This design comes from an exercise in tuning for small area, a short achievable clock period and few clock cycles on the open sky130 flow, not from production work. At most, simulation tests tie the RTL to the original design; equivalence was not proved. No activity file was given, so power comes from the tool's default toggle rates.

## job 1412
==> flow/design.v (excerpt) <==
module sccpu( clk, rst, instr, readdata, PC, MemWrite, aluout, writedata);
For scale: ~67000 µm² of cells after synthesis.
clock: 15.0 ns
lec_check: 0
cap_margin: 20
core_margin: 2
core_utilization: 55
cts_cluster_diameter: 70
cts_cluster_size: 20
slew_margin: 20
synth_hierarchical: 1
tns_end_percent: 0
standard.sh (not shown) runs the stock make flow with config.mk's settings and CLKGATE_MAP_FILE= SYNTH_SCRIPT=/design/flow/synth_recipe.tcl, a recipe that flattens the netlist after the stock synthesis.
==> flow/flow/run.sh <==
#!/bin/bash
# Own layout flow: the standard flow (standard.sh), with the standard
# synthesis run first and on its own. For the layout steps it changes only
# how timing is repaired:
#  - timing repair aims for a setup slack of MARGIN ns at the design's clock
#    period, so the layout is optimised for a shorter period than 15 ns;
#  - every port still gets a buffer, but a plain buffer rather than the delay
#    cell buffer_ports picks by default;
#  - gate sizing may use any cell of the same function, not only cells of the
#    same footprint.
set -euo pipefail
MARGIN=10.7
bash standard.sh synth > synth.log 2>&1
bash standard.sh SETUP_SLACK_MARGIN=$MARGIN MATCH_CELL_FOOTPRINT=0 \
   "BUFFER_PORTS_ARGS=-buffer_cell sky130_fd_sc_hd__buf_4" finish > layout.log 2>&1
Testbench counts of job 1412, summed over its fixed seeds: cycles 70,900.
Here is what was changed in the inputs of job 5693 compared with job 1412.
Settings: changing CTS_CLUSTER_DIAMETER from 70 to 80; changing CORE_UTILIZATION from 55 to 50; changing CTS_CLUSTER_SIZE from 20 to 24.
Results
Worst-path maximum fanout is lower on job 1412
From job 5693 to job 1412, post-synthesis average cell area did not move at all.
In the metrics for job 1412 and job 5693, the one carrying the higher final design area excluding fillers is job 1412.
From job 1412 to job 5693 the numbers moved as follows: die width +17 µm; clock-buffer cell count -about 24%; power share of the sequential group +1.4 points.
Pre-CTS setup slack on job 5693 is behind job 1412.
Iteration count of the initial detailed-routing pass (lower): job 5693
The critical path launch point comes out p_bp1 in one run and pc_r[12] in the other, namely in job 5693 and job 1412 respectively.
Cmp job 1412 and job 5693 / clock power share / lower: job 5693
Edits applied to the flow inputs when going from job 5693 to job 7996:
Settings: CORE_UTILIZATION now 55, was 50; TNS_END_PERCENT now 10, was 0.
--- outcome ---
Re count of non-CTS buffers in the layout: job 5693 and job 7996 aren't equal, and the lower value belongs to job 7996. Sort job 5693 and job 7996 by overall fraction of global-route tracks in use, descending, and job 7996 comes first. Per the comparison of job 7996 with job 5693, net switching power figure decreased about 2.8%; timing-limited maximum frequency increased by 1.6% relative to the old numbers; final design area excluding fillers decreased by 0.48% relative to the old numbers; clock power went down; core utilization of the finished layout up 5.3 points. Ratio of total power to cell area went down slightly going from job 5693 to job 7996. The maximum root-to-sink buffer count on job 7996 is in line with that on job 5693.
What job 2658 does differently from job 7996 at the input level:
Settings: a change of CORE_UTILIZATION from 55 to 60; a change of TNS_END_PERCENT from 10 to 0.
[summary]
Job 2658 completed; timing, DRC and antenna clean. Re clock network power: job 2658 is about 4% down on job 7996. Global-route wire length before repair (job 2658 vs. job 7996) decreases by a few percent. | number of filler cells placed in the layout | job 2658 vs job 7996 | 1511 lower |. The depth of the most critical reg-to-reg path reported for job 2658 is greater than that of job 7996 by 1. Delta (job 2658 minus job 7996): total number of nets in the final design flat; cell area stayed essentially flat; maximum resistive drop on vdd went up by 0.0077 mV; register-to-register slack shrank by 0.15 ns.

---

== v25 ==
sccpu, a different RTL version from the one above (not shown whole).
Size: ~5,300 cells after synthesis, roughly 1,300 flip-flops, roughly 160 I/O pins.
clock: 15.0 ns
lec_check: 0
cap_margin: 20
core_margin: 2
core_utilization: 55
cts_cluster_diameter: 80
cts_cluster_size: 24
slew_margin: 20
synth_hierarchical: 1
tns_end_percent: 0
==> flow/flow/run.sh <==
#!/bin/bash
# Own layout flow: the standard flow (standard.sh), with the standard
# synthesis run first and on its own. For the layout steps it changes only
# how timing is repaired:
#  - timing repair aims for a setup slack of MARGIN ns at the design's clock
#    period, so the layout is optimised for a shorter period than 15 ns;
#  - every port still gets a buffer, but a plain buffer rather than the delay
#    cell buffer_ports picks by default;
#  - gate sizing may use any cell of the same function, not only cells of the
#    same footprint.
set -euo pipefail
MARGIN=11.0
bash standard.sh synth > synth.log 2>&1
bash standard.sh SETUP_SLACK_MARGIN=$MARGIN MATCH_CELL_FOOTPRINT=0 \
   "BUFFER_PORTS_ARGS=-buffer_cell sky130_fd_sc_hd__buf_4" finish > layout.log 2>&1
v25 did not stop at any stage, and its layout met the timing, design-rule and antenna checks.
Testbench counts of v25, summed over its fixed seeds: cycles 75,828.
Edits applied to the flow inputs when going from v25 to v3:
-- flow/flow/run.sh --
<<< v25, line 11
set -euo pipefail
MARGIN=11.0
bash standard.sh synth > synth.log 2>&1
>>> v3, line 11
set -euo pipefail
MARGIN=10.7
bash standard.sh synth > synth.log 2>&1
==> run summary <==
- v3 against v25: core utilization of the finished layout dropped 1.2 points; logic gate share of total power went down by 1.8 points; first-pass GRT wire length went down about 3.3%.
- [compare] base=v25 new=v3: setup slack of the critical path after layout went up by 0.11 ns, worst endpoint required time went up by 0.02 ns.
For v54, these inputs were changed with respect to v3:
- CORE_UTILIZATION now 62, was 55
### Flow results
From v3 to v54 the numbers moved as follows: wire length higher; number of buffers inserted during clock tree synthesis lower.
Re final sequential cell count: no difference whatsoever between v54 and v3.
Core footprint, v54 vs v3: down by more than 10%
| register cell area after layout | v3 vs v54 | ≈ equal |
Of v54 and v3, v54 shows the higher global routing usage on met2, with v3 below it.
Compared with v3, v54 shows power share of the clock group lower by 0.8 points.
Input-level comparison between v29 and v54:
- clearing TNS_END_PERCENT, which used to be 0
- swapping 62 for 55 in CORE_UTILIZATION
Findings:
- In the final reports, the cell area of v29 is larger than that of v54.
- From v54 to v29 the numbers moved as follows: total design power higher, non-clock buffer count went up 56, hold slack now smaller, tap cell count went up 222, share of the clock period used by the worst path after layout went down.
- On HPWL after detailed placement: v29 sits above v54.
- Compared with v54, in v29 time the final worst path needs with I/O delays and setup went down; number of cells on the critical path lower; final non-filler cell total rose 4.0%.
- Smallest setup slack after layout up 0.25 ns in v29 wrt v54

---

v9:
RTL: one of the versions met above, not the one the previous note started from.
Size in the first run: about 5000 cells after synthesis, roughly 160 I/O pins, about 67000 sq um of cells after synthesis.
clock: 15.0 ns
lec_check: 0
cap_margin: 20
core_margin: 2
core_utilization: 55
cts_cluster_diameter: 80
cts_cluster_size: 24
slew_margin: 20
synth_hierarchical: 1
tns_end_percent: 0
==> flow/flow/run.sh <==
#!/bin/bash
# Own layout flow: the standard flow (standard.sh), with the standard
# synthesis run first and on its own. For the layout steps it changes only
# how timing is repaired:
#  - timing repair aims for a setup slack of MARGIN ns at the design's clock
#    period, so the layout is optimised for a shorter period than 15 ns;
#  - every port still gets a buffer, but a plain buffer rather than the delay
#    cell buffer_ports picks by default;
#  - gate sizing may use any cell of the same function, not only cells of the
#    same footprint;
#  - after floorplanning, the flip-flops that drive output ports are given
#    drive strength 4 (flow/io_flops.tcl).
set -euo pipefail
MARGIN=10.7
bash standard.sh synth > synth.log 2>&1
bash standard.sh SETUP_SLACK_MARGIN=$MARGIN MATCH_CELL_FOOTPRINT=0 \
   "BUFFER_PORTS_ARGS=-buffer_cell sky130_fd_sc_hd__buf_4" \
   POST_FLOORPLAN_TCL=$PWD/flow/io_flops.tcl finish > layout.log 2>&1
==> flow/flow/io_flops.tcl <==
# Upsize the flip-flops that drive output ports to drive strength 4 (same
# cell type, stronger drive): they drive long wires to the ports' buffers.
set block [ord::get_db_block]
foreach bterm [$block getBTerms] {
  if {[$bterm getIoType] != "OUTPUT"} { continue }
  set net [$bterm getNet]
  if {$net == "NULL"} { continue }
  foreach iterm [$net getITerms] {
    if {![$iterm isOutputSignal]} { continue }
    set inst [$iterm getInst]
    set master [[$inst getMaster] getName]
    if {[regexp {^(sky130_fd_sc_hd__(dfxtp|dfrtp))_[12]$} $master -> base]} {
      replace_cell [$inst getName] ${base}_4
    }
  }
}
Testbench counts of v9, summed over its fixed seeds: cycles 70,900.
Input changes introduced in v11 (baseline for comparison: v9):
==> flow/flow/run.sh <==
#!/bin/bash
# Own layout flow: the standard flow (standard.sh), with the standard
# synthesis run first and on its own. For the layout steps it changes only
# how timing is repaired:
#  - timing repair aims for a setup slack of MARGIN ns at the design's clock
#    period, so the layout is optimised for a shorter period than 15 ns;
#  - every port still gets a buffer, but a plain buffer rather than the delay
#    cell buffer_ports picks by default;
#  - gate sizing may use any cell of the same function, not only cells of the
#    same footprint.
set -euo pipefail
MARGIN=10.6
bash standard.sh synth > synth.log 2>&1
bash standard.sh SETUP_SLACK_MARGIN=$MARGIN MATCH_CELL_FOOTPRINT=0 \
   "BUFFER_PORTS_ARGS=-buffer_cell sky130_fd_sc_hd__buf_4" finish > layout.log 2>&1
removed: flow/flow/io_flops.tcl
Findings:
v11 ends up with lower core occupancy in the finished layout than v9 does. Compared with v9, cell count in v11 decreased slightly. Compared to v9, v11 shows a narrower setup margin. Summary: with v9 as the reference, global-route wire length before repair in v11 moved up slightly. v11: full flow OK, the timing, design-rule and antenna checks passed. The flow did not stop early for v9: all stages ran, and the layout cleared the timing, design-rule and antenna checks. Amount of wire on met3 after detailed routing, v11 vs v9: up by a few percent.
### v11 -> v49
-- flow/flow/run.sh --
<<< v11, line 10
#    same footprint.
set -euo pipefail
MARGIN=10.6
bash standard.sh synth > synth.log 2>&1
bash standard.sh SETUP_SLACK_MARGIN=$MARGIN MATCH_CELL_FOOTPRINT=0 \
>>> v49, line 10
#    same footprint.
set -euo pipefail
MARGIN=10.7
bash standard.sh synth > synth.log 2>&1
bash standard.sh SETUP_SLACK_MARGIN=$MARGIN MATCH_CELL_FOOTPRINT=0 \
==> comparison <==
- On I/O pin count, v11 and v49 are basically level.
- Diff v11 -> v49 | aggregate global-route resource usage | increase of 0.23 points
- On sequential power, v11 tracks v49 almost exactly.
- Against v11, static power due to leakage in v49 rose slightly.
- Compared with v11, maximum frequency from static timing analysis in v49 increased by a few percent.
- Summary of v49 over v11: final cycle utilization of the critical path fell 0.80 points; overflow left after global routing about even.
Edits applied to the flow inputs when going from v49 to v37:
-- flow/config.mk --
<<< v49, line 11
export CTS_CLUSTER_DIAMETER = 80
export CTS_CLUSTER_SIZE = 24
export SLEW_MARGIN = 20
export SYNTH_HIERARCHICAL = 1
>>> v37, line 11
export CTS_CLUSTER_DIAMETER = 80
export CTS_CLUSTER_SIZE = 24
export PLACE_DENSITY = 0.7
export SLEW_MARGIN = 20
export SYNTH_HIERARCHICAL = 1
==> run summary <==
- Final design area excluding fillers: v37 vs v49 up about 0.46%
- In terms of total power after layout, v49 and v37 differ only marginally.
- Wire length delta (v37 − v49): unfavourable
- Summary of v37 over v49: half-perimeter wire length after detailed placement went up; post-cts repair resize count went up; clock-buffer cell count went up.
- When v37 is set beside v49, its portion of the clock cycle consumed by the worst path in the final layout turns out to be 0.70 points larger.
- On largest net degree at the start of global routing: between v49 and v37, it ends up lower for v49.
- On area added between synthesis and finish, the higher figure sits with v37, not v49.

---

sccpu, a different RTL version from the one above (not shown whole).
For scale: roughly 1400 flip-flops, ~67000 sq um of cells after synthesis.
Settings: LEC_CHECK=0, CAP_MARGIN=20, CORE_MARGIN=2, CORE_UTILIZATION=55, CTS_CLUSTER_DIAMETER=80, CTS_CLUSTER_SIZE=24, SLEW_MARGIN=20, SYNTH_HIERARCHICAL=1; clock period 15.0 ns.
==> flow/flow/run.sh <==
#!/bin/bash
# Own layout flow: the standard flow (standard.sh), with the standard
# synthesis run first and on its own. For the layout steps it changes only
# how timing is repaired:
#  - timing repair aims for a setup slack of MARGIN ns at the design's clock
#    period, so the layout is optimised for a shorter period than 15 ns;
#  - every port still gets a buffer, but a plain buffer rather than the delay
#    cell buffer_ports picks by default;
#  - gate sizing may use any cell of the same function, not only cells of the
#    same footprint.
set -euo pipefail
MARGIN=10.7
bash standard.sh synth > synth.log 2>&1
bash standard.sh SETUP_SLACK_MARGIN=$MARGIN MATCH_CELL_FOOTPRINT=0 \
   "BUFFER_PORTS_ARGS=-buffer_cell sky130_fd_sc_hd__buf_4" finish > layout.log 2>&1
==> next run, changes <==
Settings changed: TNS_END_PERCENT set to 0.
Outcome: Worst hold slack is worse by 5.9 ps. Register-to-register slack got worse by 120 ps. Design area falls by about 2%. Synthesized cell count does not change. Worst setup slack loses 110 ps. Non-clock buffer count is lower by 54. Sequential share of layout area climbs by 0.88 points. Power falls by 2.1%. Area after synthesis is unchanged. Die area is unchanged. Global-route usage drops by 2.6 points.
No functional check of the RTL was part of any run of this note.

---

Another version of the RTL of sccpu (not shown whole).
Size: roughly 5200 cells after synthesis, roughly 67000 um2 of cells after synthesis.
clock: 15.0 ns
lec_check: 0
cap_margin: 20
core_margin: 2
core_utilization: 55
cts_cluster_diameter: 80
cts_cluster_size: 24
slew_margin: 20
synth_hierarchical: 1
tns_end_percent: 0
==> flow/flow/run.sh <==
#!/bin/bash
# Own layout flow: the standard flow (standard.sh), with the standard
# synthesis run first and on its own. For the layout steps it changes only
# how timing is repaired:
#  - timing repair aims for a setup slack of MARGIN ns at the design's clock
#    period, so the layout is optimised for a shorter period than 15 ns;
#  - every port still gets a buffer, but a plain buffer rather than the delay
#    cell buffer_ports picks by default;
#  - gate sizing may use any cell of the same function, not only cells of the
#    same footprint;
#  - after floorplanning, the flip-flops that drive output ports are given
#    drive strength 4 (flow/io_flops.tcl).
set -euo pipefail
MARGIN=10.7
bash standard.sh synth > synth.log 2>&1
bash standard.sh SETUP_SLACK_MARGIN=$MARGIN MATCH_CELL_FOOTPRINT=0 \
   "BUFFER_PORTS_ARGS=-buffer_cell sky130_fd_sc_hd__buf_4" \
   POST_FLOORPLAN_TCL=$PWD/flow/io_flops.tcl finish > layout.log 2>&1
==> flow/flow/io_flops.tcl <==
# Upsize the flip-flops that drive output ports to drive strength 4 (same
# cell type, stronger drive): they drive long wires to the ports' buffers.
foreach port [get_ports -quiet *] {
  if {[get_property $port direction] != "output"} { continue }
  set net [get_nets -quiet -of_objects $port]
  if {$net == ""} { continue }
  foreach pin [get_pins -quiet -of_objects $net -filter "direction == output"] {
    set inst [get_property $pin instance]
    set master [get_property $inst ref_name]
    if {[regexp {^(sky130_fd_sc_hd__(dfxtp|dfrtp))_[12]$} $master -> base]} {
      replace_cell $inst ${base}_4
    }
  }
}
The starting point did not get past floorplan.
Testbench counts at the start, summed over its fixed seeds: cycles 71,888.
Change:
--- a/flow/flow/run.sh
+++ b/flow/flow/run.sh
@@ -9,5 +9,3 @@
 #  - gate sizing may use any cell of the same function, not only cells of the
-#    same footprint;
-#  - after floorplanning, the flip-flops that drive output ports are given
-#    drive strength 4 (flow/io_flops.tcl).
+#    same footprint.
 set -euo pipefail
@@ -16,3 +14,2 @@
 bash standard.sh SETUP_SLACK_MARGIN=$MARGIN MATCH_CELL_FOOTPRINT=0 \
-   "BUFFER_PORTS_ARGS=-buffer_cell sky130_fd_sc_hd__buf_4" \
-   POST_FLOORPLAN_TCL=$PWD/flow/io_flops.tcl finish > layout.log 2>&1
+   "BUFFER_PORTS_ARGS=-buffer_cell sky130_fd_sc_hd__buf_4" finish > layout.log 2>&1
removed: flow/flow/io_flops.tcl
This time the run passed the timing, design-rule and antenna checks.
Synthesized area stays the same.
Synthesized cell count is unchanged.
Change:
--- a/flow/flow/run.sh
+++ b/flow/flow/run.sh
@@ -9,3 +9,5 @@
 #  - gate sizing may use any cell of the same function, not only cells of the
-#    same footprint.
+#    same footprint;
+#  - after floorplanning, the flip-flops that drive output ports are given
+#    drive strength 4 (flow/io_flops.tcl).
 set -euo pipefail
@@ -14,2 +16,3 @@
 bash standard.sh SETUP_SLACK_MARGIN=$MARGIN MATCH_CELL_FOOTPRINT=0 \
-   "BUFFER_PORTS_ARGS=-buffer_cell sky130_fd_sc_hd__buf_4" finish > layout.log 2>&1
+   "BUFFER_PORTS_ARGS=-buffer_cell sky130_fd_sc_hd__buf_4" \
+   POST_FLOORPLAN_TCL=$PWD/flow/io_flops.tcl finish > layout.log 2>&1
==> flow/flow/io_flops.tcl (new file) <==
# Upsize the flip-flops that drive output ports to drive strength 4 (same
# cell type, stronger drive): they drive long wires to the ports' buffers.
set block [ord::get_db_block]
foreach bterm [$block getBTerms] {
  if {[$bterm getIoType] != "OUTPUT"} { continue }
  set net [$bterm getNet]
  if {$net == "NULL"} { continue }
  foreach iterm [$net getITerms] {
    if {![$iterm isOutputSignal]} { continue }
    set inst [$iterm getInst]
    set master [[$inst getMaster] getName]
    if {[regexp {^(sky130_fd_sc_hd__(dfxtp|dfrtp))_[12]$} $master -> base]} {
      replace_cell [$inst getName] ${base}_4
    }
  }
}
What happened:
- The changed run completed with no timing, DRC or antenna violations
- cell count is about the same
- hold slack got worse by 0.0060 ns
- design area rises by about 0.6%
- total power rises by about 1.5%
- synthesized area is unchanged
- fmax falls by 1.5%
- via count rises by about 0.4%
- core utilization rises by 0.38 points
- non-clock buffer count rises by 2
- clock-buffer cell count rises by 6

[afterwards: timing with drivers on the ports]
The results above use ideal ports. As a check the final layouts listed here were re-extracted and re-timed, cells and wires unchanged. Step 1: set_driving_cell puts a clkbuf_16 on clk and a buf_2 on each other input, an assumption about the parent block. Step 2 also shifts input and output timing later by t, the mid clock arrival at the registers, as if the neighbouring blocks saw the same clock. Slacks: no drivers / after step 1 / after step 2; pairs: no drivers / after step 1.
run | t, ns | setup slack, ns | worst register clock-pin slew, ns
job 1412 | 0.806 | 10.622 / 10.536 / 10.038 | 0.09 / 0.09
job 5693 | 0.797 | 10.512 / 10.479 / 10.091 | 0.10 / 0.10
job 7996 | 0.780 | 10.581 / 10.533 / 10.164 | 0.10 / 0.10
job 2658 | 0.768 | 10.433 / 10.433 / 9.961 | 0.10 / 0.10
v25 | 0.772 | 10.414 / 10.414 / 9.929 | 0.11 / 0.11
v3 | 0.746 | 10.524 / 10.501 / 9.994 | 0.10 / 0.10
v54 | 0.757 | 10.378 / 10.378 / 9.841 | 0.11 / 0.11
v29 | 0.770 | 10.630 / 10.629 / 10.033 | 0.11 / 0.11
v9 | 0.792 | 10.595 / 10.512 / 10.105 | 0.11 / 0.11
v11 | 0.793 | 10.514 / 10.427 / 9.988 | 0.10 / 0.10
v49 | 0.778 | 10.634 / 10.550 / 10.039 | 0.10 / 0.10
v37 | 0.802 | 10.529 / 10.522 / 10.297 | 0.11 / 0.11
the first run of note 4 | 0.776 | 10.571 / 10.552 / 9.826 | 0.11 / 0.11
the second run of note 4 | 0.796 | 10.466 / 10.381 / 9.753 | 0.10 / 0.10
the second run of note 5 | 0.804 | 10.499 / 10.411 / 9.854 | 0.11 / 0.11
the third run of note 5 | 0.807 | 10.431 / 10.431 / 9.828 | 0.11 / 0.11
After both steps setup and hold are still met in every run listed. For the first run of note 4, which loses most, drivers alone change the setup slack by -0.019 ns; drivers and shift together by -0.745 ns.
